This design comes from an exercise in tuning for small area, a short achievable clock period and few clock cycles on the open sky130 flow, not from production work. Where RTL was checked, it was by simulation tests only, not by an equivalence proof against the original. For run 1, only the layout was checked, not whether the RTL still works.

==> flow/design.v <==
module alu #(
    parameter INST_W = 4,
    parameter INT_W  = 6,
    parameter FRAC_W = 10,
    parameter DATA_W = INT_W + FRAC_W
)(
    input                      i_clk,
    input                      i_rst_n,
    input                      i_in_valid,
    output                     o_busy,
    input         [INST_W-1:0] i_inst,
    input  signed [DATA_W-1:0] i_data_a,
    input  signed [DATA_W-1:0] i_data_b,
    output                     o_out_valid,
    output        [DATA_W-1:0] o_data
);
reg        v0;
reg [3:0]  op0;
reg [15:0] a0, b0;
reg        busy_r;
always @(posedge i_clk) begin
    op0 <= i_inst;
    b0  <= i_data_b;
    if (!busy_r) a0 <= i_data_a;
end
reg        s1_res;       
reg        s1_mac;       
reg        s1_sin;       
reg        s1_neg;       
reg  [2:0] row_cnt;      
reg  [3:0] t_cnt;        
reg        out_valid_r;
wire s0_res  = v0 && (op0 != 4'b1001);
wire s0_row  = v0 && (op0 == 4'b1001);
wire s0_last = s0_row && (row_cnt == 3'd7);
wire rows7   = s0_row ? (row_cnt == 3'd6) : (row_cnt == 3'd7);
wire mac0    = s0_res && (op0 == 4'b0010);
always @(posedge i_clk or negedge i_rst_n) begin
    if (!i_rst_n) begin
        v0          <= 1'b0;
        s1_res      <= 1'b0;
        s1_mac      <= 1'b0;
        row_cnt     <= 3'd0;
        t_cnt       <= 4'd0;
        busy_r      <= 1'b0;
        out_valid_r <= 1'b0;
    end else begin
        v0          <= i_in_valid;
        s1_res      <= s0_res;
        s1_mac      <= mac0;
        if (s0_row) row_cnt <= row_cnt + 3'd1;
        if (s0_last) t_cnt <= 4'd8;
        else if (t_cnt != 4'd0) t_cnt <= t_cnt + 4'd1;
        busy_r      <= (i_in_valid && rows7) || (busy_r && (t_cnt != 4'd13));
        out_valid_r <= s1_res || t_cnt[3];
    end
end
always @(posedge i_clk) begin
    s1_sin <= (op0 == 4'b0011);
    s1_neg <= a0[11];
end
assign o_busy      = busy_r;
assign o_out_valid = out_valid_r;
reg [13:0] m [0:7];
reg [3:0]  r7lo;
integer i;
always @(posedge i_clk) begin
    if (s0_row && !s0_last) begin
        for (i = 0; i < 8; i = i + 1)
            m[i] <= {m[i][11:0], a0[(14-i*2)+:2]};
    end
    if (s0_last) r7lo <= a0[3:0];
end
wire        is_sub = op0[0];
wire [15:0] bx     = is_sub ? ~b0 : b0;
wire [15:0] sum_r  = a0 + bx + {15'd0, is_sub};
reg  [15:0] addsub_r;
always @(*) begin
    if (!a0[15] && !bx[15] && sum_r[15])      addsub_r = 16'h7FFF;
    else if (a0[15] && bx[15] && !sum_r[15])  addsub_r = 16'h8000;
    else                                      addsub_r = sum_r;
end
wire [15:0] ma = a0;
wire [15:0] mb = b0;
wire bm_w1 = mb[1];
wire bm_w2 = mb[0] ^ 1'b0;
wire bm_w3 = (mb[1] & ~mb[0] & ~1'b0) | (~mb[1] & mb[0] & 1'b0);
wire bm_w4 = ((bm_w2 & ma[0])) ^ bm_w1;
wire bm_w5 = ((bm_w2 & ma[1]) | (bm_w3 & ma[0])) ^ bm_w1;
wire bm_w6 = ((bm_w2 & ma[2]) | (bm_w3 & ma[1])) ^ bm_w1;
wire bm_w7 = ((bm_w2 & ma[3]) | (bm_w3 & ma[2])) ^ bm_w1;
wire bm_w8 = ((bm_w2 & ma[4]) | (bm_w3 & ma[3])) ^ bm_w1;
wire bm_w9 = ((bm_w2 & ma[5]) | (bm_w3 & ma[4])) ^ bm_w1;
wire bm_w10 = ((bm_w2 & ma[6]) | (bm_w3 & ma[5])) ^ bm_w1;
wire bm_w11 = ((bm_w2 & ma[7]) | (bm_w3 & ma[6])) ^ bm_w1;
wire bm_w12 = ((bm_w2 & ma[8]) | (bm_w3 & ma[7])) ^ bm_w1;
wire bm_w13 = ((bm_w2 & ma[9]) | (bm_w3 & ma[8])) ^ bm_w1;
wire bm_w14 = ((bm_w2 & ma[10]) | (bm_w3 & ma[9])) ^ bm_w1;
wire bm_w15 = ((bm_w2 & ma[11]) | (bm_w3 & ma[10])) ^ bm_w1;
wire bm_w16 = ((bm_w2 & ma[12]) | (bm_w3 & ma[11])) ^ bm_w1;
wire bm_w17 = ((bm_w2 & ma[13]) | (bm_w3 & ma[12])) ^ bm_w1;
wire bm_w18 = ((bm_w2 & ma[14]) | (bm_w3 & ma[13])) ^ bm_w1;
wire bm_w19 = ((bm_w2 & ma[15]) | (bm_w3 & ma[14])) ^ bm_w1;
wire bm_w20 = ~(((bm_w2 & ma[15]) | (bm_w3 & ma[15])) ^ bm_w1);
wire bm_w21 = mb[3];
wire bm_w22 = mb[2] ^ mb[1];
wire bm_w23 = (mb[3] & ~mb[2] & ~mb[1]) | (~mb[3] & mb[2] & mb[1]);
wire bm_w24 = ((bm_w22 & ma[0])) ^ bm_w21;
wire bm_w25 = ((bm_w22 & ma[1]) | (bm_w23 & ma[0])) ^ bm_w21;
wire bm_w26 = ((bm_w22 & ma[2]) | (bm_w23 & ma[1])) ^ bm_w21;
wire bm_w27 = ((bm_w22 & ma[3]) | (bm_w23 & ma[2])) ^ bm_w21;
wire bm_w28 = ((bm_w22 & ma[4]) | (bm_w23 & ma[3])) ^ bm_w21;
wire bm_w29 = ((bm_w22 & ma[5]) | (bm_w23 & ma[4])) ^ bm_w21;
wire bm_w30 = ((bm_w22 & ma[6]) | (bm_w23 & ma[5])) ^ bm_w21;
wire bm_w31 = ((bm_w22 & ma[7]) | (bm_w23 & ma[6])) ^ bm_w21;
wire bm_w32 = ((bm_w22 & ma[8]) | (bm_w23 & ma[7])) ^ bm_w21;
wire bm_w33 = ((bm_w22 & ma[9]) | (bm_w23 & ma[8])) ^ bm_w21;
wire bm_w34 = ((bm_w22 & ma[10]) | (bm_w23 & ma[9])) ^ bm_w21;
wire bm_w35 = ((bm_w22 & ma[11]) | (bm_w23 & ma[10])) ^ bm_w21;
wire bm_w36 = ((bm_w22 & ma[12]) | (bm_w23 & ma[11])) ^ bm_w21;
wire bm_w37 = ((bm_w22 & ma[13]) | (bm_w23 & ma[12])) ^ bm_w21;
wire bm_w38 = ((bm_w22 & ma[14]) | (bm_w23 & ma[13])) ^ bm_w21;
wire bm_w39 = ((bm_w22 & ma[15]) | (bm_w23 & ma[14])) ^ bm_w21;
wire bm_w40 = ~(((bm_w22 & ma[15]) | (bm_w23 & ma[15])) ^ bm_w21);
wire bm_w41 = mb[5];
wire bm_w42 = mb[4] ^ mb[3];
wire bm_w43 = (mb[5] & ~mb[4] & ~mb[3]) | (~mb[5] & mb[4] & mb[3]);
wire bm_w44 = ((bm_w42 & ma[0])) ^ bm_w41;
wire bm_w45 = ((bm_w42 & ma[1]) | (bm_w43 & ma[0])) ^ bm_w41;
wire bm_w46 = ((bm_w42 & ma[2]) | (bm_w43 & ma[1])) ^ bm_w41;
wire bm_w47 = ((bm_w42 & ma[3]) | (bm_w43 & ma[2])) ^ bm_w41;
wire bm_w48 = ((bm_w42 & ma[4]) | (bm_w43 & ma[3])) ^ bm_w41;
wire bm_w49 = ((bm_w42 & ma[5]) | (bm_w43 & ma[4])) ^ bm_w41;
wire bm_w50 = ((bm_w42 & ma[6]) | (bm_w43 & ma[5])) ^ bm_w41;
wire bm_w51 = ((bm_w42 & ma[7]) | (bm_w43 & ma[6])) ^ bm_w41;
wire bm_w52 = ((bm_w42 & ma[8]) | (bm_w43 & ma[7])) ^ bm_w41;
wire bm_w53 = ((bm_w42 & ma[9]) | (bm_w43 & ma[8])) ^ bm_w41;
wire bm_w54 = ((bm_w42 & ma[10]) | (bm_w43 & ma[9])) ^ bm_w41;
wire bm_w55 = ((bm_w42 & ma[11]) | (bm_w43 & ma[10])) ^ bm_w41;
wire bm_w56 = ((bm_w42 & ma[12]) | (bm_w43 & ma[11])) ^ bm_w41;
wire bm_w57 = ((bm_w42 & ma[13]) | (bm_w43 & ma[12])) ^ bm_w41;
wire bm_w58 = ((bm_w42 & ma[14]) | (bm_w43 & ma[13])) ^ bm_w41;
wire bm_w59 = ((bm_w42 & ma[15]) | (bm_w43 & ma[14])) ^ bm_w41;
wire bm_w60 = ~(((bm_w42 & ma[15]) | (bm_w43 & ma[15])) ^ bm_w41);
wire bm_w61 = mb[7];
wire bm_w62 = mb[6] ^ mb[5];
wire bm_w63 = (mb[7] & ~mb[6] & ~mb[5]) | (~mb[7] & mb[6] & mb[5]);
wire bm_w64 = ((bm_w62 & ma[0])) ^ bm_w61;
wire bm_w65 = ((bm_w62 & ma[1]) | (bm_w63 & ma[0])) ^ bm_w61;
wire bm_w66 = ((bm_w62 & ma[2]) | (bm_w63 & ma[1])) ^ bm_w61;
wire bm_w67 = ((bm_w62 & ma[3]) | (bm_w63 & ma[2])) ^ bm_w61;
wire bm_w68 = ((bm_w62 & ma[4]) | (bm_w63 & ma[3])) ^ bm_w61;
wire bm_w69 = ((bm_w62 & ma[5]) | (bm_w63 & ma[4])) ^ bm_w61;
wire bm_w70 = ((bm_w62 & ma[6]) | (bm_w63 & ma[5])) ^ bm_w61;
wire bm_w71 = ((bm_w62 & ma[7]) | (bm_w63 & ma[6])) ^ bm_w61;
wire bm_w72 = ((bm_w62 & ma[8]) | (bm_w63 & ma[7])) ^ bm_w61;
wire bm_w73 = ((bm_w62 & ma[9]) | (bm_w63 & ma[8])) ^ bm_w61;
wire bm_w74 = ((bm_w62 & ma[10]) | (bm_w63 & ma[9])) ^ bm_w61;
wire bm_w75 = ((bm_w62 & ma[11]) | (bm_w63 & ma[10])) ^ bm_w61;
wire bm_w76 = ((bm_w62 & ma[12]) | (bm_w63 & ma[11])) ^ bm_w61;
wire bm_w77 = ((bm_w62 & ma[13]) | (bm_w63 & ma[12])) ^ bm_w61;
wire bm_w78 = ((bm_w62 & ma[14]) | (bm_w63 & ma[13])) ^ bm_w61;
wire bm_w79 = ((bm_w62 & ma[15]) | (bm_w63 & ma[14])) ^ bm_w61;
wire bm_w80 = ~(((bm_w62 & ma[15]) | (bm_w63 & ma[15])) ^ bm_w61);
wire bm_w81 = mb[9];
wire bm_w82 = mb[8] ^ mb[7];
wire bm_w83 = (mb[9] & ~mb[8] & ~mb[7]) | (~mb[9] & mb[8] & mb[7]);
wire bm_w84 = ((bm_w82 & ma[0])) ^ bm_w81;
wire bm_w85 = ((bm_w82 & ma[1]) | (bm_w83 & ma[0])) ^ bm_w81;
wire bm_w86 = ((bm_w82 & ma[2]) | (bm_w83 & ma[1])) ^ bm_w81;
wire bm_w87 = ((bm_w82 & ma[3]) | (bm_w83 & ma[2])) ^ bm_w81;
wire bm_w88 = ((bm_w82 & ma[4]) | (bm_w83 & ma[3])) ^ bm_w81;
wire bm_w89 = ((bm_w82 & ma[5]) | (bm_w83 & ma[4])) ^ bm_w81;
wire bm_w90 = ((bm_w82 & ma[6]) | (bm_w83 & ma[5])) ^ bm_w81;
wire bm_w91 = ((bm_w82 & ma[7]) | (bm_w83 & ma[6])) ^ bm_w81;
wire bm_w92 = ((bm_w82 & ma[8]) | (bm_w83 & ma[7])) ^ bm_w81;
wire bm_w93 = ((bm_w82 & ma[9]) | (bm_w83 & ma[8])) ^ bm_w81;
wire bm_w94 = ((bm_w82 & ma[10]) | (bm_w83 & ma[9])) ^ bm_w81;
wire bm_w95 = ((bm_w82 & ma[11]) | (bm_w83 & ma[10])) ^ bm_w81;
wire bm_w96 = ((bm_w82 & ma[12]) | (bm_w83 & ma[11])) ^ bm_w81;
wire bm_w97 = ((bm_w82 & ma[13]) | (bm_w83 & ma[12])) ^ bm_w81;
wire bm_w98 = ((bm_w82 & ma[14]) | (bm_w83 & ma[13])) ^ bm_w81;
wire bm_w99 = ((bm_w82 & ma[15]) | (bm_w83 & ma[14])) ^ bm_w81;
wire bm_w100 = ~(((bm_w82 & ma[15]) | (bm_w83 & ma[15])) ^ bm_w81);
wire bm_w101 = mb[11];
wire bm_w102 = mb[10] ^ mb[9];
wire bm_w103 = (mb[11] & ~mb[10] & ~mb[9]) | (~mb[11] & mb[10] & mb[9]);
wire bm_w104 = ((bm_w102 & ma[0])) ^ bm_w101;
wire bm_w105 = ((bm_w102 & ma[1]) | (bm_w103 & ma[0])) ^ bm_w101;
wire bm_w106 = ((bm_w102 & ma[2]) | (bm_w103 & ma[1])) ^ bm_w101;
wire bm_w107 = ((bm_w102 & ma[3]) | (bm_w103 & ma[2])) ^ bm_w101;
wire bm_w108 = ((bm_w102 & ma[4]) | (bm_w103 & ma[3])) ^ bm_w101;
wire bm_w109 = ((bm_w102 & ma[5]) | (bm_w103 & ma[4])) ^ bm_w101;
wire bm_w110 = ((bm_w102 & ma[6]) | (bm_w103 & ma[5])) ^ bm_w101;
wire bm_w111 = ((bm_w102 & ma[7]) | (bm_w103 & ma[6])) ^ bm_w101;
wire bm_w112 = ((bm_w102 & ma[8]) | (bm_w103 & ma[7])) ^ bm_w101;
wire bm_w113 = ((bm_w102 & ma[9]) | (bm_w103 & ma[8])) ^ bm_w101;
wire bm_w114 = ((bm_w102 & ma[10]) | (bm_w103 & ma[9])) ^ bm_w101;
wire bm_w115 = ((bm_w102 & ma[11]) | (bm_w103 & ma[10])) ^ bm_w101;
wire bm_w116 = ((bm_w102 & ma[12]) | (bm_w103 & ma[11])) ^ bm_w101;
wire bm_w117 = ((bm_w102 & ma[13]) | (bm_w103 & ma[12])) ^ bm_w101;
wire bm_w118 = ((bm_w102 & ma[14]) | (bm_w103 & ma[13])) ^ bm_w101;
wire bm_w119 = ((bm_w102 & ma[15]) | (bm_w103 & ma[14])) ^ bm_w101;
wire bm_w120 = ~(((bm_w102 & ma[15]) | (bm_w103 & ma[15])) ^ bm_w101);
wire bm_w121 = mb[13];
wire bm_w122 = mb[12] ^ mb[11];
wire bm_w123 = (mb[13] & ~mb[12] & ~mb[11]) | (~mb[13] & mb[12] & mb[11]);
wire bm_w124 = ((bm_w122 & ma[0])) ^ bm_w121;
wire bm_w125 = ((bm_w122 & ma[1]) | (bm_w123 & ma[0])) ^ bm_w121;
wire bm_w126 = ((bm_w122 & ma[2]) | (bm_w123 & ma[1])) ^ bm_w121;
wire bm_w127 = ((bm_w122 & ma[3]) | (bm_w123 & ma[2])) ^ bm_w121;
wire bm_w128 = ((bm_w122 & ma[4]) | (bm_w123 & ma[3])) ^ bm_w121;
wire bm_w129 = ((bm_w122 & ma[5]) | (bm_w123 & ma[4])) ^ bm_w121;
wire bm_w130 = ((bm_w122 & ma[6]) | (bm_w123 & ma[5])) ^ bm_w121;
wire bm_w131 = ((bm_w122 & ma[7]) | (bm_w123 & ma[6])) ^ bm_w121;
wire bm_w132 = ((bm_w122 & ma[8]) | (bm_w123 & ma[7])) ^ bm_w121;
wire bm_w133 = ((bm_w122 & ma[9]) | (bm_w123 & ma[8])) ^ bm_w121;
wire bm_w134 = ((bm_w122 & ma[10]) | (bm_w123 & ma[9])) ^ bm_w121;
wire bm_w135 = ((bm_w122 & ma[11]) | (bm_w123 & ma[10])) ^ bm_w121;
wire bm_w136 = ((bm_w122 & ma[12]) | (bm_w123 & ma[11])) ^ bm_w121;
wire bm_w137 = ((bm_w122 & ma[13]) | (bm_w123 & ma[12])) ^ bm_w121;
wire bm_w138 = ((bm_w122 & ma[14]) | (bm_w123 & ma[13])) ^ bm_w121;
wire bm_w139 = ((bm_w122 & ma[15]) | (bm_w123 & ma[14])) ^ bm_w121;
wire bm_w140 = ~(((bm_w122 & ma[15]) | (bm_w123 & ma[15])) ^ bm_w121);
wire bm_w141 = mb[15];
wire bm_w142 = mb[14] ^ mb[13];
wire bm_w143 = (mb[15] & ~mb[14] & ~mb[13]) | (~mb[15] & mb[14] & mb[13]);
wire bm_w144 = ((bm_w142 & ma[0])) ^ bm_w141;
wire bm_w145 = ((bm_w142 & ma[1]) | (bm_w143 & ma[0])) ^ bm_w141;
wire bm_w146 = ((bm_w142 & ma[2]) | (bm_w143 & ma[1])) ^ bm_w141;
wire bm_w147 = ((bm_w142 & ma[3]) | (bm_w143 & ma[2])) ^ bm_w141;
wire bm_w148 = ((bm_w142 & ma[4]) | (bm_w143 & ma[3])) ^ bm_w141;
wire bm_w149 = ((bm_w142 & ma[5]) | (bm_w143 & ma[4])) ^ bm_w141;
wire bm_w150 = ((bm_w142 & ma[6]) | (bm_w143 & ma[5])) ^ bm_w141;
wire bm_w151 = ((bm_w142 & ma[7]) | (bm_w143 & ma[6])) ^ bm_w141;
wire bm_w152 = ((bm_w142 & ma[8]) | (bm_w143 & ma[7])) ^ bm_w141;
wire bm_w153 = ((bm_w142 & ma[9]) | (bm_w143 & ma[8])) ^ bm_w141;
wire bm_w154 = ((bm_w142 & ma[10]) | (bm_w143 & ma[9])) ^ bm_w141;
wire bm_w155 = ((bm_w142 & ma[11]) | (bm_w143 & ma[10])) ^ bm_w141;
wire bm_w156 = ((bm_w142 & ma[12]) | (bm_w143 & ma[11])) ^ bm_w141;
wire bm_w157 = ((bm_w142 & ma[13]) | (bm_w143 & ma[12])) ^ bm_w141;
wire bm_w158 = ((bm_w142 & ma[14]) | (bm_w143 & ma[13])) ^ bm_w141;
wire bm_w159 = ((bm_w142 & ma[15]) | (bm_w143 & ma[14])) ^ bm_w141;
wire bm_w160 = ~(((bm_w142 & ma[15]) | (bm_w143 & ma[15])) ^ bm_w141);
wire bm_w161 = bm_w14 ^ bm_w32;
wire bm_w162 = bm_w14 & bm_w32;
wire bm_w163 = bm_w15 ^ bm_w33;
wire bm_w164 = bm_w15 & bm_w33;
wire bm_w165 = bm_w16 ^ bm_w34 ^ bm_w52;
wire bm_w166 = (bm_w16 & bm_w34) | (bm_w16 & bm_w52) | (bm_w34 & bm_w52);
wire bm_w167 = bm_w70 ^ bm_w88;
wire bm_w168 = bm_w70 & bm_w88;
wire bm_w169 = bm_w17 ^ bm_w35 ^ bm_w53;
wire bm_w170 = (bm_w17 & bm_w35) | (bm_w17 & bm_w53) | (bm_w35 & bm_w53);
wire bm_w171 = bm_w71 ^ bm_w89;
wire bm_w172 = bm_w71 & bm_w89;
wire bm_w173 = bm_w18 ^ bm_w36 ^ bm_w54;
wire bm_w174 = (bm_w18 & bm_w36) | (bm_w18 & bm_w54) | (bm_w36 & bm_w54);
wire bm_w175 = bm_w72 ^ bm_w90 ^ bm_w108;
wire bm_w176 = (bm_w72 & bm_w90) | (bm_w72 & bm_w108) | (bm_w90 & bm_w108);
wire bm_w177 = bm_w126 ^ bm_w144;
wire bm_w178 = bm_w126 & bm_w144;
wire bm_w179 = bm_w19 ^ bm_w37 ^ bm_w55;
wire bm_w180 = (bm_w19 & bm_w37) | (bm_w19 & bm_w55) | (bm_w37 & bm_w55);
wire bm_w181 = bm_w73 ^ bm_w91 ^ bm_w109;
wire bm_w182 = (bm_w73 & bm_w91) | (bm_w73 & bm_w109) | (bm_w91 & bm_w109);
wire bm_w183 = bm_w127 ^ bm_w145;
wire bm_w184 = bm_w127 & bm_w145;
wire bm_w185 = bm_w20 ^ bm_w38 ^ bm_w56;
wire bm_w186 = (bm_w20 & bm_w38) | (bm_w20 & bm_w56) | (bm_w38 & bm_w56);
wire bm_w187 = bm_w74 ^ bm_w92 ^ bm_w110;
wire bm_w188 = (bm_w74 & bm_w92) | (bm_w74 & bm_w110) | (bm_w92 & bm_w110);
wire bm_w189 = bm_w128 ^ bm_w146 ^ 1'b1;
wire bm_w190 = (bm_w128 & bm_w146) | (bm_w128 & 1'b1) | (bm_w146 & 1'b1);
wire bm_w191 = bm_w39 ^ bm_w57 ^ bm_w75;
wire bm_w192 = (bm_w39 & bm_w57) | (bm_w39 & bm_w75) | (bm_w57 & bm_w75);
wire bm_w193 = bm_w93 ^ bm_w111 ^ bm_w129;
wire bm_w194 = (bm_w93 & bm_w111) | (bm_w93 & bm_w129) | (bm_w111 & bm_w129);
wire bm_w195 = bm_w147 ^ 1'b1;
wire bm_w196 = bm_w147 & 1'b1;
wire bm_w197 = bm_w40 ^ bm_w58 ^ bm_w76;
wire bm_w198 = (bm_w40 & bm_w58) | (bm_w40 & bm_w76) | (bm_w58 & bm_w76);
wire bm_w199 = bm_w94 ^ bm_w112 ^ bm_w130;
wire bm_w200 = (bm_w94 & bm_w112) | (bm_w94 & bm_w130) | (bm_w112 & bm_w130);
wire bm_w201 = bm_w59 ^ bm_w77 ^ bm_w95;
wire bm_w202 = (bm_w59 & bm_w77) | (bm_w59 & bm_w95) | (bm_w77 & bm_w95);
wire bm_w203 = bm_w113 ^ bm_w131;
wire bm_w204 = bm_w113 & bm_w131;
wire bm_w205 = bm_w60 ^ bm_w78 ^ bm_w96;
wire bm_w206 = (bm_w60 & bm_w78) | (bm_w60 & bm_w96) | (bm_w78 & bm_w96);
wire bm_w207 = bm_w79 ^ bm_w97;
wire bm_w208 = bm_w79 & bm_w97;
wire bm_w209 = bm_w10 ^ bm_w28;
wire bm_w210 = bm_w10 & bm_w28;
wire bm_w211 = bm_w11 ^ bm_w29;
wire bm_w212 = bm_w11 & bm_w29;
wire bm_w213 = bm_w12 ^ bm_w30 ^ bm_w48;
wire bm_w214 = (bm_w12 & bm_w30) | (bm_w12 & bm_w48) | (bm_w30 & bm_w48);
wire bm_w215 = bm_w66 ^ bm_w84;
wire bm_w216 = bm_w66 & bm_w84;
wire bm_w217 = bm_w13 ^ bm_w31 ^ bm_w49;
wire bm_w218 = (bm_w13 & bm_w31) | (bm_w13 & bm_w49) | (bm_w31 & bm_w49);
wire bm_w219 = bm_w67 ^ bm_w85;
wire bm_w220 = bm_w67 & bm_w85;
wire bm_w221 = bm_w161 ^ bm_w50 ^ bm_w68;
wire bm_w222 = (bm_w161 & bm_w50) | (bm_w161 & bm_w68) | (bm_w50 & bm_w68);
wire bm_w223 = bm_w86 ^ bm_w104 ^ bm_w101;
wire bm_w224 = (bm_w86 & bm_w104) | (bm_w86 & bm_w101) | (bm_w104 & bm_w101);
wire bm_w225 = bm_w162 ^ bm_w163 ^ bm_w51;
wire bm_w226 = (bm_w162 & bm_w163) | (bm_w162 & bm_w51) | (bm_w163 & bm_w51);
wire bm_w227 = bm_w69 ^ bm_w87 ^ bm_w105;
wire bm_w228 = (bm_w69 & bm_w87) | (bm_w69 & bm_w105) | (bm_w87 & bm_w105);
wire bm_w229 = bm_w164 ^ bm_w165 ^ bm_w167;
wire bm_w230 = (bm_w164 & bm_w165) | (bm_w164 & bm_w167) | (bm_w165 & bm_w167);
wire bm_w231 = bm_w106 ^ bm_w124 ^ bm_w121;
wire bm_w232 = (bm_w106 & bm_w124) | (bm_w106 & bm_w121) | (bm_w124 & bm_w121);
wire bm_w233 = bm_w166 ^ bm_w168 ^ bm_w169;
wire bm_w234 = (bm_w166 & bm_w168) | (bm_w166 & bm_w169) | (bm_w168 & bm_w169);
wire bm_w235 = bm_w171 ^ bm_w107 ^ bm_w125;
wire bm_w236 = (bm_w171 & bm_w107) | (bm_w171 & bm_w125) | (bm_w107 & bm_w125);
wire bm_w237 = bm_w170 ^ bm_w172 ^ bm_w173;
wire bm_w238 = (bm_w170 & bm_w172) | (bm_w170 & bm_w173) | (bm_w172 & bm_w173);
wire bm_w239 = bm_w175 ^ bm_w177 ^ bm_w141;
wire bm_w240 = (bm_w175 & bm_w177) | (bm_w175 & bm_w141) | (bm_w177 & bm_w141);
wire bm_w241 = bm_w174 ^ bm_w176 ^ bm_w178;
wire bm_w242 = (bm_w174 & bm_w176) | (bm_w174 & bm_w178) | (bm_w176 & bm_w178);
wire bm_w243 = bm_w179 ^ bm_w181 ^ bm_w183;
wire bm_w244 = (bm_w179 & bm_w181) | (bm_w179 & bm_w183) | (bm_w181 & bm_w183);
wire bm_w245 = bm_w180 ^ bm_w182 ^ bm_w184;
wire bm_w246 = (bm_w180 & bm_w182) | (bm_w180 & bm_w184) | (bm_w182 & bm_w184);
wire bm_w247 = bm_w185 ^ bm_w187 ^ bm_w189;
wire bm_w248 = (bm_w185 & bm_w187) | (bm_w185 & bm_w189) | (bm_w187 & bm_w189);
wire bm_w249 = bm_w186 ^ bm_w188 ^ bm_w190;
wire bm_w250 = (bm_w186 & bm_w188) | (bm_w186 & bm_w190) | (bm_w188 & bm_w190);
wire bm_w251 = bm_w191 ^ bm_w193 ^ bm_w195;
wire bm_w252 = (bm_w191 & bm_w193) | (bm_w191 & bm_w195) | (bm_w193 & bm_w195);
wire bm_w253 = bm_w192 ^ bm_w194 ^ bm_w196;
wire bm_w254 = (bm_w192 & bm_w194) | (bm_w192 & bm_w196) | (bm_w194 & bm_w196);
wire bm_w255 = bm_w197 ^ bm_w199 ^ bm_w148;
wire bm_w256 = (bm_w197 & bm_w199) | (bm_w197 & bm_w148) | (bm_w199 & bm_w148);
wire bm_w257 = bm_w198 ^ bm_w200 ^ bm_w201;
wire bm_w258 = (bm_w198 & bm_w200) | (bm_w198 & bm_w201) | (bm_w200 & bm_w201);
wire bm_w259 = bm_w203 ^ bm_w149 ^ 1'b1;
wire bm_w260 = (bm_w203 & bm_w149) | (bm_w203 & 1'b1) | (bm_w149 & 1'b1);
wire bm_w261 = bm_w202 ^ bm_w204 ^ bm_w205;
wire bm_w262 = (bm_w202 & bm_w204) | (bm_w202 & bm_w205) | (bm_w204 & bm_w205);
wire bm_w263 = bm_w114 ^ bm_w132 ^ bm_w150;
wire bm_w264 = (bm_w114 & bm_w132) | (bm_w114 & bm_w150) | (bm_w132 & bm_w150);
wire bm_w265 = bm_w206 ^ bm_w207 ^ bm_w115;
wire bm_w266 = (bm_w206 & bm_w207) | (bm_w206 & bm_w115) | (bm_w207 & bm_w115);
wire bm_w267 = bm_w133 ^ bm_w151 ^ 1'b1;
wire bm_w268 = (bm_w133 & bm_w151) | (bm_w133 & 1'b1) | (bm_w151 & 1'b1);
wire bm_w269 = bm_w208 ^ bm_w80 ^ bm_w98;
wire bm_w270 = (bm_w208 & bm_w80) | (bm_w208 & bm_w98) | (bm_w80 & bm_w98);
wire bm_w271 = bm_w116 ^ bm_w134 ^ bm_w152;
wire bm_w272 = (bm_w116 & bm_w134) | (bm_w116 & bm_w152) | (bm_w134 & bm_w152);
wire bm_w273 = bm_w99 ^ bm_w117 ^ bm_w135;
wire bm_w274 = (bm_w99 & bm_w117) | (bm_w99 & bm_w135) | (bm_w117 & bm_w135);
wire bm_w275 = bm_w153 ^ 1'b1;
wire bm_w276 = bm_w153 & 1'b1;
wire bm_w277 = bm_w100 ^ bm_w118 ^ bm_w136;
wire bm_w278 = (bm_w100 & bm_w118) | (bm_w100 & bm_w136) | (bm_w118 & bm_w136);
wire bm_w279 = bm_w119 ^ bm_w137;
wire bm_w280 = bm_w119 & bm_w137;
wire bm_w281 = bm_w8 ^ bm_w26;
wire bm_w282 = bm_w8 & bm_w26;
wire bm_w283 = bm_w9 ^ bm_w27;
wire bm_w284 = bm_w9 & bm_w27;
wire bm_w285 = bm_w209 ^ bm_w46 ^ bm_w64;
wire bm_w286 = (bm_w209 & bm_w46) | (bm_w209 & bm_w64) | (bm_w46 & bm_w64);
wire bm_w287 = bm_w210 ^ bm_w211 ^ bm_w47;
wire bm_w288 = (bm_w210 & bm_w211) | (bm_w210 & bm_w47) | (bm_w211 & bm_w47);
wire bm_w289 = bm_w212 ^ bm_w213 ^ bm_w215;
wire bm_w290 = (bm_w212 & bm_w213) | (bm_w212 & bm_w215) | (bm_w213 & bm_w215);
wire bm_w291 = bm_w214 ^ bm_w216 ^ bm_w217;
wire bm_w292 = (bm_w214 & bm_w216) | (bm_w214 & bm_w217) | (bm_w216 & bm_w217);
wire bm_w293 = bm_w218 ^ bm_w220 ^ bm_w221;
wire bm_w294 = (bm_w218 & bm_w220) | (bm_w218 & bm_w221) | (bm_w220 & bm_w221);
wire bm_w295 = bm_w222 ^ bm_w224 ^ bm_w225;
wire bm_w296 = (bm_w222 & bm_w224) | (bm_w222 & bm_w225) | (bm_w224 & bm_w225);
wire bm_w297 = bm_w226 ^ bm_w228 ^ bm_w229;
wire bm_w298 = (bm_w226 & bm_w228) | (bm_w226 & bm_w229) | (bm_w228 & bm_w229);
wire bm_w299 = bm_w230 ^ bm_w232 ^ bm_w233;
wire bm_w300 = (bm_w230 & bm_w232) | (bm_w230 & bm_w233) | (bm_w232 & bm_w233);
wire bm_w301 = bm_w234 ^ bm_w236 ^ bm_w237;
wire bm_w302 = (bm_w234 & bm_w236) | (bm_w234 & bm_w237) | (bm_w236 & bm_w237);
wire bm_w303 = bm_w238 ^ bm_w240 ^ bm_w241;
wire bm_w304 = (bm_w238 & bm_w240) | (bm_w238 & bm_w241) | (bm_w240 & bm_w241);
wire bm_w305 = bm_w242 ^ bm_w244 ^ bm_w245;
wire bm_w306 = (bm_w242 & bm_w244) | (bm_w242 & bm_w245) | (bm_w244 & bm_w245);
wire bm_w307 = bm_w246 ^ bm_w248 ^ bm_w249;
wire bm_w308 = (bm_w246 & bm_w248) | (bm_w246 & bm_w249) | (bm_w248 & bm_w249);
wire bm_w309 = bm_w250 ^ bm_w252 ^ bm_w253;
wire bm_w310 = (bm_w250 & bm_w252) | (bm_w250 & bm_w253) | (bm_w252 & bm_w253);
wire bm_w311 = bm_w254 ^ bm_w256 ^ bm_w257;
wire bm_w312 = (bm_w254 & bm_w256) | (bm_w254 & bm_w257) | (bm_w256 & bm_w257);
wire bm_w313 = bm_w258 ^ bm_w260 ^ bm_w261;
wire bm_w314 = (bm_w258 & bm_w260) | (bm_w258 & bm_w261) | (bm_w260 & bm_w261);
wire bm_w315 = bm_w262 ^ bm_w264 ^ bm_w265;
wire bm_w316 = (bm_w262 & bm_w264) | (bm_w262 & bm_w265) | (bm_w264 & bm_w265);
wire bm_w317 = bm_w266 ^ bm_w268 ^ bm_w269;
wire bm_w318 = (bm_w266 & bm_w268) | (bm_w266 & bm_w269) | (bm_w268 & bm_w269);
wire bm_w319 = bm_w270 ^ bm_w272 ^ bm_w273;
wire bm_w320 = (bm_w270 & bm_w272) | (bm_w270 & bm_w273) | (bm_w272 & bm_w273);
wire bm_w321 = bm_w274 ^ bm_w276 ^ bm_w277;
wire bm_w322 = (bm_w274 & bm_w276) | (bm_w274 & bm_w277) | (bm_w276 & bm_w277);
wire bm_w323 = bm_w278 ^ bm_w279 ^ bm_w155;
wire bm_w324 = (bm_w278 & bm_w279) | (bm_w278 & bm_w155) | (bm_w279 & bm_w155);
wire bm_w325 = bm_w280 ^ bm_w120 ^ bm_w138;
wire bm_w326 = (bm_w280 & bm_w120) | (bm_w280 & bm_w138) | (bm_w120 & bm_w138);
wire bm_w327 = bm_w139 ^ bm_w157;
wire bm_w328 = bm_w139 & bm_w157;
wire bm_w329 = bm_w6 ^ bm_w24;
wire bm_w330 = bm_w6 & bm_w24;
wire bm_w331 = bm_w7 ^ bm_w25;
wire bm_w332 = bm_w7 & bm_w25;
wire bm_w333 = bm_w281 ^ bm_w44 ^ bm_w41;
wire bm_w334 = (bm_w281 & bm_w44) | (bm_w281 & bm_w41) | (bm_w44 & bm_w41);
wire bm_w335 = bm_w282 ^ bm_w283 ^ bm_w45;
wire bm_w336 = (bm_w282 & bm_w283) | (bm_w282 & bm_w45) | (bm_w283 & bm_w45);
wire bm_w337 = bm_w284 ^ bm_w285 ^ bm_w61;
wire bm_w338 = (bm_w284 & bm_w285) | (bm_w284 & bm_w61) | (bm_w285 & bm_w61);
wire bm_w339 = bm_w286 ^ bm_w287 ^ bm_w65;
wire bm_w340 = (bm_w286 & bm_w287) | (bm_w286 & bm_w65) | (bm_w287 & bm_w65);
wire bm_w341 = bm_w288 ^ bm_w289 ^ bm_w81;
wire bm_w342 = (bm_w288 & bm_w289) | (bm_w288 & bm_w81) | (bm_w289 & bm_w81);
wire bm_w343 = bm_w290 ^ bm_w291 ^ bm_w219;
wire bm_w344 = (bm_w290 & bm_w291) | (bm_w290 & bm_w219) | (bm_w291 & bm_w219);
wire bm_w345 = bm_w292 ^ bm_w293 ^ bm_w223;
wire bm_w346 = (bm_w292 & bm_w293) | (bm_w292 & bm_w223) | (bm_w293 & bm_w223);
wire bm_w347 = bm_w294 ^ bm_w295 ^ bm_w227;
wire bm_w348 = (bm_w294 & bm_w295) | (bm_w294 & bm_w227) | (bm_w295 & bm_w227);
wire bm_w349 = bm_w296 ^ bm_w297 ^ bm_w231;
wire bm_w350 = (bm_w296 & bm_w297) | (bm_w296 & bm_w231) | (bm_w297 & bm_w231);
wire bm_w351 = bm_w298 ^ bm_w299 ^ bm_w235;
wire bm_w352 = (bm_w298 & bm_w299) | (bm_w298 & bm_w235) | (bm_w299 & bm_w235);
wire bm_w353 = bm_w300 ^ bm_w301 ^ bm_w239;
wire bm_w354 = (bm_w300 & bm_w301) | (bm_w300 & bm_w239) | (bm_w301 & bm_w239);
wire bm_w355 = bm_w302 ^ bm_w303 ^ bm_w243;
wire bm_w356 = (bm_w302 & bm_w303) | (bm_w302 & bm_w243) | (bm_w303 & bm_w243);
wire bm_w357 = bm_w304 ^ bm_w305 ^ bm_w247;
wire bm_w358 = (bm_w304 & bm_w305) | (bm_w304 & bm_w247) | (bm_w305 & bm_w247);
wire bm_w359 = bm_w306 ^ bm_w307 ^ bm_w251;
wire bm_w360 = (bm_w306 & bm_w307) | (bm_w306 & bm_w251) | (bm_w307 & bm_w251);
wire bm_w361 = bm_w308 ^ bm_w309 ^ bm_w255;
wire bm_w362 = (bm_w308 & bm_w309) | (bm_w308 & bm_w255) | (bm_w309 & bm_w255);
wire bm_w363 = bm_w310 ^ bm_w311 ^ bm_w259;
wire bm_w364 = (bm_w310 & bm_w311) | (bm_w310 & bm_w259) | (bm_w311 & bm_w259);
wire bm_w365 = bm_w312 ^ bm_w313 ^ bm_w263;
wire bm_w366 = (bm_w312 & bm_w313) | (bm_w312 & bm_w263) | (bm_w313 & bm_w263);
wire bm_w367 = bm_w314 ^ bm_w315 ^ bm_w267;
wire bm_w368 = (bm_w314 & bm_w315) | (bm_w314 & bm_w267) | (bm_w315 & bm_w267);
wire bm_w369 = bm_w316 ^ bm_w317 ^ bm_w271;
wire bm_w370 = (bm_w316 & bm_w317) | (bm_w316 & bm_w271) | (bm_w317 & bm_w271);
wire bm_w371 = bm_w318 ^ bm_w319 ^ bm_w275;
wire bm_w372 = (bm_w318 & bm_w319) | (bm_w318 & bm_w275) | (bm_w319 & bm_w275);
wire bm_w373 = bm_w320 ^ bm_w321 ^ bm_w154;
wire bm_w374 = (bm_w320 & bm_w321) | (bm_w320 & bm_w154) | (bm_w321 & bm_w154);
wire bm_w375 = bm_w322 ^ bm_w323 ^ 1'b1;
wire bm_w376 = (bm_w322 & bm_w323) | (bm_w322 & 1'b1) | (bm_w323 & 1'b1);
wire bm_w377 = bm_w324 ^ bm_w325 ^ bm_w156;
wire bm_w378 = (bm_w324 & bm_w325) | (bm_w324 & bm_w156) | (bm_w325 & bm_w156);
wire bm_w379 = bm_w326 ^ bm_w327 ^ 1'b1;
wire bm_w380 = (bm_w326 & bm_w327) | (bm_w326 & 1'b1) | (bm_w327 & 1'b1);
wire bm_w381 = bm_w328 ^ bm_w140 ^ bm_w158;
wire bm_w382 = (bm_w328 & bm_w140) | (bm_w328 & bm_w158) | (bm_w140 & bm_w158);
wire bm_w383 = bm_w159 ^ 1'b1;
wire bm_w384 = bm_w159 & 1'b1;
wire [31:0] bm_x = {1'b1, bm_w384, bm_w382, bm_w380, bm_w378, bm_w376, bm_w374, bm_w372, bm_w370, bm_w368, bm_w366, bm_w364, bm_w362, bm_w360, bm_w358, bm_w356, bm_w354, bm_w352, bm_w350, bm_w348, bm_w346, bm_w344, bm_w342, bm_w340, bm_w338, bm_w336, bm_w334, bm_w332, bm_w330, bm_w329, bm_w5, bm_w4};
wire [31:0] bm_y = {1'b0, bm_w160, bm_w383, bm_w381, bm_w379, bm_w377, bm_w375, bm_w373, bm_w371, bm_w369, bm_w367, bm_w365, bm_w363, bm_w361, bm_w359, bm_w357, bm_w355, bm_w353, bm_w351, bm_w349, bm_w347, bm_w345, bm_w343, bm_w341, bm_w339, bm_w337, bm_w335, bm_w333, bm_w331, bm_w21, 1'b0, bm_w1};
wire [31:0] prod = bm_x + bm_y;
wire [11:0] sin_x = a0[11:0];
wire [10:0] sin_u = sin_x[11] ? (~sin_x[10:0] + 11'd1) : sin_x[10:0];
wire [12:0] sin_rom;
localparam [2047:0] SIN_T0 = 2048'h71c70e3c78f0e1e1e1f0f83e0f81f01f80ff00ff800fff800007fffffffffff80000fff800ff807f80f7871e38f1c71ce38c739c6739cc663319998cccccc9999b3266cd9366d936c926dbffe003ff007f807f80fc07e07e07c1f83e1f078471e38e71c71ce39c639ce718ce7398ce63399ccc66633333199999999b33332666ccd993266c99326c9b26c9b64db649b6d924924924924925b6d24b6d25b4b696d2d2d2d2d2d2d296b4a5ad294a5294a56b5a95ad4ad4ad5a952a54a952ad5aa55aad56ab55aa955aab556aa9556aaa5556aaa95554aaaad55556aaaaab55555552aaaaaaaaa55555555555555552aaaaaaaaaaaaaaaaaaaaaaaaaaaaaaaaaaaa;
assign sin_rom[0] = SIN_T0[sin_u];
localparam [2047:0] SIN_T1 = 2048'hfc0fe03f80fe01fe00ff801ff800fff8000ffff8000007fffffffffffffffffffff000000ffff8000f7f81fc0fe07e0fc0f83e0783e0f87c3e1e1f0f0f0f1e1e3c3870e1c78e1c70e38e3fffffc00007fff8000fff8007ff801ffc01ff8007e03f07e07e0fc1f83e0f81f0f83e0f07c3e1f0f8783c3c3e1e1e1e1e3c3c3c7870f1e1c3870e1c38f1c38f1c78e3871c71e38e38e38e38e39c71c738e39c738e71ce31ce31ce31ce738c631ce739ce7398c6319ce7318ce6319cc67319cce63399cce673399cce66333998cce6673339998ccce66673333199998cccccc666666633333333339999999999999999ccccccccccccccccccccccccccccccccccccc;
assign sin_rom[1] = SIN_T1[sin_u];
localparam [2047:0] SIN_T2 = 2048'h3ffe0007ffe0001ffff800007fffff800000007fffffffffffffffffffffffffffffffff3fffffff08001fff0007ff000ffc007fc00ff803fe01ff00ff01fe03fc07f01f80fe07f03f03ffffffffff80000000ffffff800001ffffe000078003ff8007ff001ffc00ffe00ffdff007fc01ff007fc03fc01fe01fe03fc03f807f01fe03f80fe03f01fc0fe07f03f81f81fc0fc0fc0fc0fc1f81f83f03e07c0f81f03e0fc1f03e0f83f07c1f07c1f07c1f07c1e0f83e0f07c1e0f87c1e0f07c3e1f0f87c3e1f0f87c3c1e0f0f8783c3e1e0f0f078783c3c1e1e1f0f0f0f87878783c3c3c3c3c1e1e1e1e1e1e1e1e0f0f0f0f0f0f0f0f0f0f0f0f0f0f0f0f0f0f0;
assign sin_rom[2] = SIN_T2[sin_u];
localparam [2047:0] SIN_T3 = 2048'h1ffffffe000000007ffffffffff8000000000000000000000000000000000000000003fffffffffffe0000007fffff000007ffff00003fffe0000fffe0003fff8001fff0007ffc003ffffffffffffffffff000000000001fffffffffffffc000007ffffe00000fffff00000007fffe00007fffc0001fffe0003fffc0007ffe0003fff0003ffe000fff8003ffe001fff000fff000ffe001ffc003ff800ffe003ff001ffc00ffc007fe007fe007fe007fe00ffc00ff801ff007fe00ff803fe00ff803fe00ff803fe00ff007fc03fe00ff007f803fc01fe01ff00ff007f807fc03fc03fc01fe01fe01fe01fe00ff00ff00ff00ff00ff00ff00ff00ff00ff00;
assign sin_rom[3] = SIN_T3[sin_u];
localparam [2047:0] SIN_T4 = 2048'h1fffffffffffffffffff8000000000000000000000000000000000000000003ffffffff00000000007ffffffffff8000000003ffffffff00000003ffffffe0000007fffffdfffffffffffffffffffffffffffffe00000000000000000007ffffffffff0000000000007ffffffff800000001fffffffc00000007ffffffc0000003ffffff0000003fffffe000000ffffff000001fffffc00000fffffc00001fffff000007ffff800007ffff80000fffff00001ffff80000ffffc0000ffffc0000ffffc0000ffff80003ffff00007fffc0001fffe0000ffff80007fffc0003fffe0001fffe0001ffff0000ffff0000ffff0000ffff0000ffff0000;
assign sin_rom[4] = SIN_T4[sin_u];
localparam [2047:0] SIN_T5 = 2048'h7ffffffffffffffffffffffffffffffffffffffffffffffffffffffffffff800000000000000000003fffffffffffffffc00000000000007fffffffffffffffffffffffffffffffffffffffffffffffffffffff8000000000000000001ffff800000000000000001fffffffffffffff800000000000003ffffffffffffc000000000000fffffffffffe00000000000ffffffffffe00000000007fffffffff8000000000fffffffffe000000000fffffffff000000000fffffffff000000003ffffffff800000001ffffffff000000007fffffffc00000001fffffffe00000000ffffffff00000000ffffffff00000000;
assign sin_rom[5] = SIN_T5[sin_u];
localparam [2047:0] SIN_T6 = 2048'h3ffffffffffffffffffffffffffffffffffffffc000000000000000000000000000007fffffffffffffffffffffffffffffffffffffffffffff800000000000000000000000000000000000000000000000001fffffffffffffffffffffffffffffc0000000000000000000000000fffffffffffffffffffffff0000000000000000000007fffffffffffffffffff0000000000000000000ffffffffffffffffff000000000000000003ffffffffffffffffe00000000000000007fffffffffffffffe0000000000000000ffffffffffffffff0000000000000000;
assign sin_rom[6] = SIN_T6[sin_u];
localparam [2047:0] SIN_T7 = 2048'h3ffffffff0000000000000000000000000000000000000000000000000000000000007fffffe0000000000000000000000000000000000000007fffffffffffffffffffffffffffffffffffffffffffffffffe0000000000000000000000000000000000000000000000000000000ffffffffffffffffffffffffffffffffffffffffffff800000000000000000000000000000000000000fffffffffffffffffffffffffffffffffffc0000000000000000000000000000000007ffffffffffffffffffffffffffffffff00000000000000000000000000000000;
assign sin_rom[7] = SIN_T7[sin_u];
localparam [2047:0] SIN_T8 = 2048'h3ffffffffffffffffffffffffffffffffffffffffffffffffffffffffffffffffffff80000000000000000000000000000000000000000000007fffffffffffffffffffffffffffffffffffffffffffffffffffffffffffffffffffffffffffffffffffffffffffffffffffffffff00000000000000000000000000000000000000000000000000000000000000000000000000000000000fffffffffffffffffffffffffffffffffffffffffffffffffffffffffffffffffffff80000000000000000000000000000000000000000000000000000000000000000;
assign sin_rom[8] = SIN_T8[sin_u];
localparam [2047:0] SIN_T9 = 2048'h3ffffffff0000000000000000000000000000000000000000000000000000000000000000001ffffffffffffffffffffffffffffffffffffffffffffffffffffffffffffffffffffffffffffffffffffffffffffffffffffffffffffffffffffffffffffffffffffffffffffffffffffffffffffffffffffffffffffffffffffffffffffffffffffffffffffffffffffffffffffffffffff00000000000000000000000000000000000000000000000000000000000000000000000000000000000000000000000000000000000000000000000000000000000000;
assign sin_rom[9] = SIN_T9[sin_u];
localparam [2047:0] SIN_T10 = 2048'h3ffffffffffffffffffffffffffffffffffffffffffffffffffffffffffffffffffffffffffffffffffffffffffffffffffffffffffffffffff80000000000000000000000000000000000000000000000000000000000000000000000000000000000000000000000000000000000000000000000000000000000000000000000000000000000000000000000000000000000000000000000000000000000000000000000000000000000000000000000000000000000000000000000000000000000000000000000000000000000000000000000000000000000;
assign sin_rom[10] = SIN_T10[sin_u];
localparam [2047:0] SIN_T11 = 2048'hffffffffffffffffffffffffffffffffffffffffffffffffffffffffffffffffffffffffffc00000000000000000000000000000000000000000000000000000000000000000000000000000000000000000000000000000000000000000000000000000000000000000000000000000000000000000000000000000000000000000000000000000000000000000000000000000000000000000000000000000000000000000000000000000000000000000000000000000000000000000000000000000000000000000000000000000000000000000000000000000000000000000000000000000000000000000000000000000000000000000000000000000;
assign sin_rom[11] = SIN_T11[sin_u];
localparam [2047:0] SIN_T12 = 2048'hffffffffffffffffffffffffffffffffffffffffffffffffffffffffffffffffffffffffffc00000000000000000000000000000000000000000000000000000000000000000000000000000000000000000000000000000000000000000000000000000000000000000000000000000000000000000000000000000000000000000000000000000000000000000000000000000000000000000000000000000000000000000000000000000000000000000000000000000000000000000000000000000000000000000000000000000000000000000000000000000000000000000000000000000000000000000000000000000000000000000000000000000;
assign sin_rom[12] = SIN_T12[sin_u];
wire [12:0] sin_m = {sin_rom[12], sin_rom[11] | (sin_x == 12'h800), sin_rom[10:0]};
wire [15:0] gray_r = a0 ^ {1'b0, a0[15:1]};
wire pc_w1 = ~a0[0] ^ ~a0[1] ^ ~a0[2];
wire pc_w2 = (~a0[0] & ~a0[1]) | (~a0[0] & ~a0[2]) | (~a0[1] & ~a0[2]);
wire pc_w3 = ~a0[3] ^ ~a0[4] ^ ~a0[5];
wire pc_w4 = (~a0[3] & ~a0[4]) | (~a0[3] & ~a0[5]) | (~a0[4] & ~a0[5]);
wire pc_w5 = ~a0[6] ^ ~a0[7] ^ ~a0[8];
wire pc_w6 = (~a0[6] & ~a0[7]) | (~a0[6] & ~a0[8]) | (~a0[7] & ~a0[8]);
wire pc_w7 = ~a0[9] ^ ~a0[10] ^ ~a0[11];
wire pc_w8 = (~a0[9] & ~a0[10]) | (~a0[9] & ~a0[11]) | (~a0[10] & ~a0[11]);
wire pc_w9 = ~a0[12] ^ ~a0[13] ^ ~a0[14];
wire pc_w10 = (~a0[12] & ~a0[13]) | (~a0[12] & ~a0[14]) | (~a0[13] & ~a0[14]);
wire pc_w11 = pc_w1 ^ pc_w3 ^ pc_w5;
wire pc_w12 = (pc_w1 & pc_w3) | (pc_w1 & pc_w5) | (pc_w3 & pc_w5);
wire pc_w13 = pc_w7 ^ pc_w9 ^ ~a0[15];
wire pc_w14 = (pc_w7 & pc_w9) | (pc_w7 & ~a0[15]) | (pc_w9 & ~a0[15]);
wire pc_w15 = pc_w2 ^ pc_w4 ^ pc_w6;
wire pc_w16 = (pc_w2 & pc_w4) | (pc_w2 & pc_w6) | (pc_w4 & pc_w6);
wire pc_w17 = pc_w12 ^ pc_w14 ^ pc_w15;
wire pc_w18 = (pc_w12 & pc_w14) | (pc_w12 & pc_w15) | (pc_w14 & pc_w15);
wire pc_w19 = pc_w17 ^ pc_w8 ^ pc_w10;
wire pc_w20 = (pc_w17 & pc_w8) | (pc_w17 & pc_w10) | (pc_w8 & pc_w10);
wire pc_w21 = pc_w20 ^ pc_w18 ^ pc_w16;
wire pc_w22 = (pc_w20 & pc_w18) | (pc_w20 & pc_w16) | (pc_w18 & pc_w16);
wire [4:0] pc_x = {1'b0, pc_w22, pc_w21, pc_w19, pc_w11};
wire [4:0] pc_y = {1'b0, 1'b0, 1'b0, 1'b0, pc_w13};
wire [4:0] zeros = pc_x + pc_y;
wire        is_lrcw = (op0 == 4'b0101);
wire [15:0] fs_hi   = is_lrcw ? b0 : a0;
wire [15:0] fs_lo   = is_lrcw ? ~b0 : a0;
wire [4:0]  fs_sh   = is_lrcw ? zeros : {1'b0, b0[3:0]};
wire [31:0] fs_w    = {fs_hi, fs_lo} >> fs_sh;
wire [15:0] fs_r    = fs_w[15:0];
reg  [4:0] clz;
integer k;
always @(*) begin
    clz = 5'd16;
    for (k = 0; k < 16; k = k + 1) if (a0[k]) clz = 5'd15 - k[4:0];
end
wire [15:0] clz_r = {11'd0, clz};
reg  [15:0] rm_r;
integer n;
always @(*) begin
    for (n = 0; n < 13; n = n + 1) rm_r[n] = (a0[n+:4] == b0[(15-n)-:4]);
    rm_r[15:13] = 3'b000;
end
reg [15:0] res0;
always @(*) begin
    case (op0)
    4'b0000, 4'b0001: res0 = addsub_r;
    4'b0011:          res0 = {3'b000, sin_m};
    4'b0100:          res0 = gray_r;
    4'b0101, 4'b0110: res0 = fs_r;
    4'b0111:          res0 = clz_r;
    default:          res0 = rm_r;
    endcase
end
reg [31:0] r1;
always @(posedge i_clk) r1 <= (op0 == 4'b0010) ? prod : {16'd0, res0};
reg  [35:0] acc;
wire [35:0] mac = {{4{r1[31]}}, r1} + acc;
reg  [35:0] acc_n;
always @(*) begin
    if (!r1[31] && !acc[35] && mac[35])      acc_n = {1'b0, {35{1'b1}}};
    else if (r1[31] && acc[35] && !mac[35])  acc_n = {1'b1, {35{1'b0}}};
    else                                     acc_n = mac;
end
always @(posedge i_clk or negedge i_rst_n) begin
    if (!i_rst_n) acc <= 36'd0;
    else if (s1_mac) acc <= acc_n;
end
reg [15:0] mac_r;
always @(*) begin
    if (acc_n[35] == 1'b0) begin
        if (acc_n[34:0] >= {{10{1'b0}}, {16{1'b1}}, {9{1'b0}}}) mac_r = 16'h7FFF;
        else mac_r = acc_n[25:10] + {15'd0, acc_n[9]};
    end else begin
        if (acc_n[34:0] <= {{10{1'b1}}, {16{1'b0}}, {9{1'b1}}}) mac_r = 16'h8000;
        else mac_r = acc_n[25:10] + {15'd0, acc_n[9]};
    end
end
wire [12:0] sin_s = s1_neg ? (~r1[12:0] + 13'd1) : r1[12:0];
wire [2:0]  tc    = t_cnt[2:0];
wire [1:0]  t_lst = (tc == 3'd6) ? r7lo[3:2] : (tc == 3'd7) ? r7lo[1:0] : a0[(14-tc*2)+:2];
wire [15:0] t_col = {m[tc], t_lst};
reg [15:0] o_data_r;
always @(posedge i_clk) begin
    if (t_cnt[3])    o_data_r <= t_col;
    else if (s1_mac) o_data_r <= mac_r;
    else if (s1_sin) o_data_r <= {{3{sin_s[12]}}, sin_s};
    else             o_data_r <= r1[15:0];
end
assign o_data = o_data_r;
endmodule
==> flow/flow/run.sh <==
#!/bin/bash
# The standard layout, with faster port buffers and timing repair aimed
# at a shorter period than the design's (the SDC itself is unchanged).
set -euo pipefail
bash standard.sh \
  BUFFER_PORTS_ARGS="-buffer_cell sky130_fd_sc_hd__buf_4" \
  SETUP_SLACK_MARGIN=20.5 \
  finish > standard.log 2>&1
==> flow/standard.sh <==
#!/bin/bash
# synth_recipe.tcl (not shown) runs the flow's synth.tcl, then flattens the netlist and writes it again
# the make line also repeats each setting of config.mk as NAME=value (left out here)
make -C /OpenROAD-flow-scripts/flow DESIGN_CONFIG=/design/flow/config.mk WORK_HOME=/design/flow/orfs CLKGATE_MAP_FILE= SYNTH_SCRIPT=/design/flow/synth_recipe.tcl "${@:-finish}"
==> flow/config.mk <==
export PLATFORM = sky130hd
export DESIGN_NAME = alu
export DESIGN_NICKNAME = alu
export VERILOG_FILES = /design/flow/design.v
export SDC_FILE = /design/flow/constraint.sdc
export NUM_CORES = 4
export LEC_CHECK = 0
export ABC_AREA = 1
export CAP_MARGIN = 20
export CORE_MARGIN = 2
export CORE_UTILIZATION = 40
export SLEW_MARGIN = 20
==> flow/constraint.sdc <==
create_clock -name core_clock -period 27.0 [get_ports {i_clk}]
set_input_delay 5.4000 -clock core_clock [delete_from_list [all_inputs] [get_ports {i_clk}]]
set_output_delay 5.4000 -clock core_clock [all_outputs]
set_load 0.01 [all_outputs]
==> results_dict.tcl, run 1 <==
set metrics [dict create \
    dp_hpwl_um 92700 \
    path_buf_inv 1 \
    fillers 7719 \
    setup_tns_ns 0 \
    synthesis.area_sq_um 29700 \
    synthArstFlopShare_pct 19.2 \
    layout-area-overhead-vs-synth_pct 7.67 \
    grt_pass1_wl_um 189000 \
    skew_ns 0.0281 \
    synth_top_area_share_pct 14.2 \
    min-delay-start "m[0][1]" \
    ctsHoldBuffers 0 \
    final_util_pct 43.6 \
    num_io_pins 57 \
    rsz0062_at_grt "yes" \
    slew_headroom_pct 22.3 \
    dp_cells 5297 \
    setup_violations 0 \
    fp-row-count 99 \
    clk_path_buf_depth 3 \
    antenna_left 0 \
    gr-total-overflow 0 \
    firstDrtPassIters 9 \
    vias 32700 \
    synth_cell_types 66 \
    arrival_ns 1.14 \
    start_kind "register" \
    core_sq_um 73200 \
    period_minus_slack_ns 6.54 \
    critPathCaptureType "output pin" \
    synth_edf_count 132 \
    startpoint "busy_r" \
    totalWireLength_um 126000 \
    grt_max_degree 67 \
    yosys.area.top_type "nand2_1" \
    dieArea_sq_um 76400 \
    synth_commonest_cells "nand2_1, inv_1, o21ai_0" \
    yosysMostFrequentCell "nand2_1" \
    final_cell_area_sq_um 31900 \
    synth_area_per_cell_sq_um 6.67 \
    met1_usage_pct 43.3 \
    antennaDiodeCount 0 \
    clk_latency_ns 0.60 \
    finalMaxSlewViolations 0 \
    fin_nets 4666 \
    cts_tree "yes" \
    synth_flop_cell "edfxtp_1" \
    dieWidth_um 276 \
    via_per_inst 6.11 \
    grt_pass1_vias 30700 \
    top_usage_layer "met2" \
    path_class "register to output pin" \
    cts-root-buf "clkbuf_16" \
    slowest_delay_ns 0.44 \
    ys_seq_elements 250 \
    drive_above_1_share_pct 6.21 \
    maxCapViolations 0 \
    drc 0 \
    r2r_start "a0[2]" \
    tightest_slew_ns 1.16 \
    gp_congestion 1.03 \
    grtUsageTotal_pct 31.7 \
    fp.dieH_um 276 \
    io_buffer_count 56 \
    cts.sinks 250 \
    cts.reportedPaths.clkPinSlew_ns 0.06 \
    initial_core_util_pct 40.5 \
    hold_class "register to register" \
    grt_use_met2_pct 48.8 \
    critPathTopFamily "flip-flops" \
    ys_seq_area_share_pct 22.1 \
    max_freq_ghz 0.153 \
    final_cells 5354 \
    hold_ws_ns 0.438 \
    crit_path_max_fanout 2 \
    cts_max_level 1 \
    grt_use_met3_pct 6.56 \
    synth_cells 4448 \
    antenna_found_initial 1 \
    finalCritPeriodShare_pct 24.2 \
    status "timing/DRC/antenna clean" \
    yosys_warnings 2 \
    crit_slowest_cell "dfrtp_2" \
    cts_buffers 29 \
    syn-num-nets 4742 \
    wl_per_cell_um 23.5 \
    yosys-top-cells-area "nand2_1, edfxtp_1, ha_1" \
    crit_required_ns 21.60 \
    drt_iter0_drc 4497 \
    path_cells "buf_6" \
    hold_viol 0 \
    post_dp_cell_area_sq_um 30900 \
]
-- worst reg2reg max path, cell delays in order, from the launching register on --
cell and delay, ns:
edfxtp_1 0.69, fa_1 0.62, inv_1 0.06, fa_1 0.41, inv_1 0.08, fa_1 0.42, fa_1 0.56, inv_1 0.06
ha_1 0.27, inv_1 0.09, o21ai_2 0.16, buf_4 0.28, clkinvlp_4 0.49, o21ai_0 0.47, nand2_1 0.08, o21ai_0 0.13
o21ai_0 0.12, o31ai_1 0.67, a21oi_1 0.23, nand3_1 0.13, nand2_1 0.10, nand2_1 0.11
-- area by class of cell --
| class | count | area, sq um | area share (%) |
|---|---|---|---|
| multi-input cells | 3483 | 20400 | 63.8 |
| flip-flops and latches | 250 | 6570 | 20.6 |
| inverters | 476 | 1790 | 5.60 |
| well taps | 959 | 1200 | 3.76 |
| repair buffers | 132 | 998 | 3.13 |
| clock buffers | 46 | 900 | 2.82 |
| clock inverters | 8 | 101 | 0.317 |
-- routing by layer --
metal  part of all wire, %  up-vias
met1                    41    15100
met2                    43     2118
met5                     0        -
li1                      -    15000
met4                   4.9        0
met3                    11      478
-- repair_timing --
item / 4_1_cts / 5_1_grt
buffers inserted: 1 / 0
pin swaps: 0 / 0
resized for setup: 3 / 5
endpoints found under the setup margin: 3 / 8
-- logic make-up (layout without fill, tap and decap cells) --
family	count (synthesis)	after routing	share of synthesized area (%)
AND/OR/NAND/NOR	1894	1894	26.5
AO/OA/AOI/OAI	1122	1122	22.4
buffers and inverters	715	662	9.43
adder cells (fa/ha/maj)	255	255	13.2
flip-flops	250	250	22.1
XOR/XNOR	205	205	6.05
multiplexers	7	7	0.240
-- final timing paths --
| path | endpoint | slack [ns] | cells after the start |
|---|---|---|---|
| hold / removal | m[0][3] | 0.44 | 0 |
| max in group asynchronous | busy_r | 21.62 | 1 |
| min in group asynchronous | acc[30] | 4.83 | 1 |
| hold reg to reg | m[0][3] | 0.44 | 0 |
| setup reg to reg | r1[1] | 20.75 | 21 |
| setup / recovery | o_busy | 20.46 | 1 |
-- per-stage QoR --
step           setup WS, ns
2_1_floorplan         20.74
3_3_place_gp          20.70
3_5_place_dp          20.50
4_1_cts               20.43
5_1_grt               20.43
6_report              20.46
-- registers in the layout, indices dropped and copies added, names as in the netlist, 3 cells and up --
register / count
r7lo: 4
m: 112
r1: 32
t_cnt: 4
a0: 16
b0: 16
acc: 36
row_cnt: 3
o_data_r: 16
op0: 4
-- cells in the final DEF, fill, tap and decap left out, drive strengths merged, types with 25 or more instances in the layout --
master  count
dfxtp      70
ha        159
nand2    1142
o22ai     148
o21ai     408
nand3     232
fa         96
edfxtp    132
nor2      363
a31oi      50
clkbuf     46
a21oi     280
xnor2      39
nand4      62
a221oi     25
inv       467
nor3       52
dfrtp      48
o211ai     40
xor2      166
buf       132
==> run 2: changes to the inputs <==
--- a/flow/design.v
+++ b/flow/design.v
@@ -525,11 +525,15 @@
 wire [4:0] pc_x = {1'b0, pc_w22, pc_w21, pc_w19, pc_w11};
 wire [4:0] pc_y = {1'b0, 1'b0, 1'b0, 1'b0, pc_w13};
-wire [4:0] zeros = pc_x + pc_y;
+wire [4:0]  zeros   = pc_x + pc_y;
 wire        is_lrcw = (op0 == 4'b0101);
-wire [15:0] fs_hi   = is_lrcw ? b0 : a0;
-wire [15:0] fs_lo   = is_lrcw ? ~b0 : a0;
-wire [4:0]  fs_sh   = is_lrcw ? zeros : {1'b0, b0[3:0]};
-wire [31:0] fs_w    = {fs_hi, fs_lo} >> fs_sh;
-wire [15:0] fs_r    = fs_w[15:0];
+wire [15:0] rt_src  = is_lrcw ? b0 : a0;
+wire [3:0]  rt_amt  = is_lrcw ? zeros[3:0] : b0[3:0];
+wire [31:0] rt_w    = {rt_src, rt_src} >> rt_amt;
+reg  [15:0] lr_mask;
+integer j;
+always @(*) begin
+    for (j = 0; j < 16; j = j + 1) lr_mask[j] = is_lrcw && ({1'b0, zeros} < 6'd16 - j[5:0]);
+end
+wire [15:0] fs_r    = rt_w[15:0] ^ lr_mask;
 reg  [4:0] clz;
 integer k;
--- a/flow/config.mk
+++ b/flow/config.mk
@@ -9,4 +9,6 @@
 export CAP_MARGIN = 20
 export CORE_MARGIN = 2
-export CORE_UTILIZATION = 40
+export CORE_UTILIZATION = 55
+export CTS_CLUSTER_DIAMETER = 80
+export CTS_CLUSTER_SIZE = 40
 export SLEW_MARGIN = 20
==> run 2 against run 1 <==
Against the previous run:
- synthesized cell count down 1.4%
- largest cell class unchanged
- worst hold slack worse by 0.0065 ns
- worst setup slack better by 0.022 ns
==> results_dict.tcl, run 2 <==
set metrics [dict create \
    grtUsageTotal_pct 41.9 \
    synthesis.area_sq_um 29200 \
    muxShareOfSynthArea_pct 0.103 \
    num_io_pins 57 \
    core_sq_um 52600 \
    final_common_cell "nand2_1" \
    clk_latency_ns 0.59 \
    yosys-top-cells-area "nand2_1, edfxtp_1, ha_1" \
    fp-row-count 84 \
    arrival_ns 1.12 \
    cts_buffers 20 \
    layout_common_cells "nand2_1, inv_1, nor2_1" \
    finalCritPeriodShare_pct 24.1 \
    top_regs "m (112), acc (36), r1 (32)" \
    setup_tns_ns 0 \
    synth_flop_cell "edfxtp_1" \
    wl_per_cell_um 23.6 \
    synth_top_family_by_area "simple AND/OR/NAND/NOR gates" \
    layout-area-overhead-vs-synth_pct 6.95 \
    maxCapViolations 0 \
    critPathCaptureType "output pin" \
    synth-adder-area-share_pct 13.4 \
    synth_area_per_cell_sq_um 6.67 \
    ctsHoldBuffers 0 \
    skew_ns 0.0651 \
    grt_pass1_vias 29300 \
    via_per_inst 6.42 \
    synth_edf_count 132 \
    crit_path_max_fanout 2 \
    finalMaxSlewViolations 0 \
    status "timing/DRC/antenna clean" \
    initial_core_util_pct 55.6 \
    slowest_delay_ns 0.41 \
    cts_tree "yes" \
    period_minus_slack_ns 6.52 \
    synth_cell_types 70 \
    path_buf_inv 1 \
    yosys.area.top_type "nand2_1" \
    rsz0062_at_grt "yes" \
    critPathTopFamily "flip-flops" \
    max_freq_ghz 0.153 \
    syn-num-nets 4678 \
    slew_headroom_pct 23.9 \
    antenna_found_initial 1 \
    vias 32400 \
    synth_compound_gate_area_share_pct 21.3 \
    final_cell_area_sq_um 31300 \
    cts-root-buf "clkbuf_16" \
    fillers 5165 \
    cts_max_level 1 \
    dieWidth_um 235 \
    start_kind "register" \
    post_dp_cell_area_sq_um 30100 \
    drive_above_1_share_pct 7.43 \
    grt_max_degree 81 \
    synth_cells 4384 \
    hold_viol 0 \
    path_cells "buf_6" \
    grt_pass1_wl_um 176000 \
    hold_class "register to register" \
    clk_path_buf_depth 3 \
    cts.sinks 250 \
    crit_slowest_cell "dfrtp_1" \
    antenna_left 0 \
    fp.dieH_um 235 \
    gr-total-overflow 0 \
    dp_hpwl_um 86100 \
    drc 0 \
]
-- run 2: cell count changes in the layout (fill, tap and decap cells not counted), moves of 10 or more --
cell / delta
buf_4: +23
o21ai_0: -21
nand2_1: -17
nor2_1: +13
clkbuf_8: -11
inv_2: +11
a21oi_1: -10
-- run 2: logic make-up after synthesis --
| kind of cell | after synthesis |
|---|---|
| fa+ha+maj | 255 |
| xor+xnor | 209 |
| mux | 3 |
| flops | 250 |
| compound gates | 1064 |
| simple gates | 1877 |
| buf+inv | 726 |
-- run 2: worst paths after layout --
| check | to | slack [ns] | start | cells past startpoint |
|---|---|---|---|---|
| setup reg to reg | r1[30] | 20.75 | a0[11] | 25 |
| max in group asynchronous | acc[16] | 21.66 | i_rst_n | 1 |
| hold reg to reg | m[6][5] | 0.43 | m[6][3] | 0 |
| hold / removal | m[6][5] | 0.43 | m[6][3] | 0 |
| setup / recovery | o_busy | 20.48 | busy_r | 1 |
| min in group asynchronous | out_valid_r | 4.84 | i_rst_n | 1 |
-- run 2: layer usage --
metal / GRT usage (%) / vias up / share of wire [%]
met5: 0 / - / 0.052
met4: 14.3 / 2 / 4.3
met3: 15.4 / 448 / 15
met2: 59.5 / 2350 / 40
met1: 58.4 / 14900 / 40
li1: - / 14700 / -
-- run 2: cell type report --
| class | instances | area [sq um] | area share (%) |
|---|---|---|---|
| Timing Repair Buffer | 156 | 1190 | 3.81 |
| Clock inverter | 16 | 270 | 0.865 |
| Sequential cell | 250 | 6580 | 21.0 |
| Antenna cell | 1 | 2.50 | 0.00801 |
| Clock buffer | 20 | 500 | 1.60 |
| Inverter | 496 | 1900 | 6.08 |
| Multi-Input combinational cell | 3409 | 19900 | 63.8 |
| Timing Repair inverter | 3 | 15.0 | 0.0480 |
| Tap cell | 688 | 861 | 2.75 |
-- run 2: what timing repair did --
item                                    4_1_cts  5_1_grt
buffers inserted                              1       28
hold endpoints to repair                      0        0
resized for setup                             8       28
gates cloned                                  0        4
pin swaps                                     0        3
endpoints found under the setup margin       13       21
-- run 2: metrics by stage --
stage / cells / hold WS [ns] / setup WS (ns) / utilization (%)
final: 5039 / 0.432 / 20.48 / 59.5
after global routing: 5039 / 0.444 / 20.45 / 59.5
after global placement: 4969 / 0.416 / 19.92 / 57.3
after floorplan: 4384 / 0.410 / 20.56 / -
after CTS: 5006 / 0.438 / 20.42 / 58.8
after detailed placement: 4969 / 0.432 / 19.83 / 57.3
Testbench counts of run 2, summed over its fixed seeds: cycles 3,586.

-- separate check: timing with driven ports --
Ports are ideal in the flow. The routed layouts listed here were re-timed in OpenROAD.
Step 1: set_driving_cell puts a clkbuf_16 on i_clk and a buf_2 on each other input, an assumption about the parent block.
Step 2 also shifts input and output timing later by t, the mid clock arrival at the registers, as if the neighbouring blocks saw the same clock.
a / b / c = no drivers / after step 1 / after step 2; a / b = the first two.
run | t (ns) | setup WS [ns] | hold WS [ns]
run 1 | 0.651 | 20.458 / 20.389 / 20.750 | 0.438 / 0.438 / 0.438
run 2 | 0.619 | 20.481 / 20.415 / 20.748 | 0.432 / 0.432 / 0.432
After both steps setup and hold are still met in every run listed.
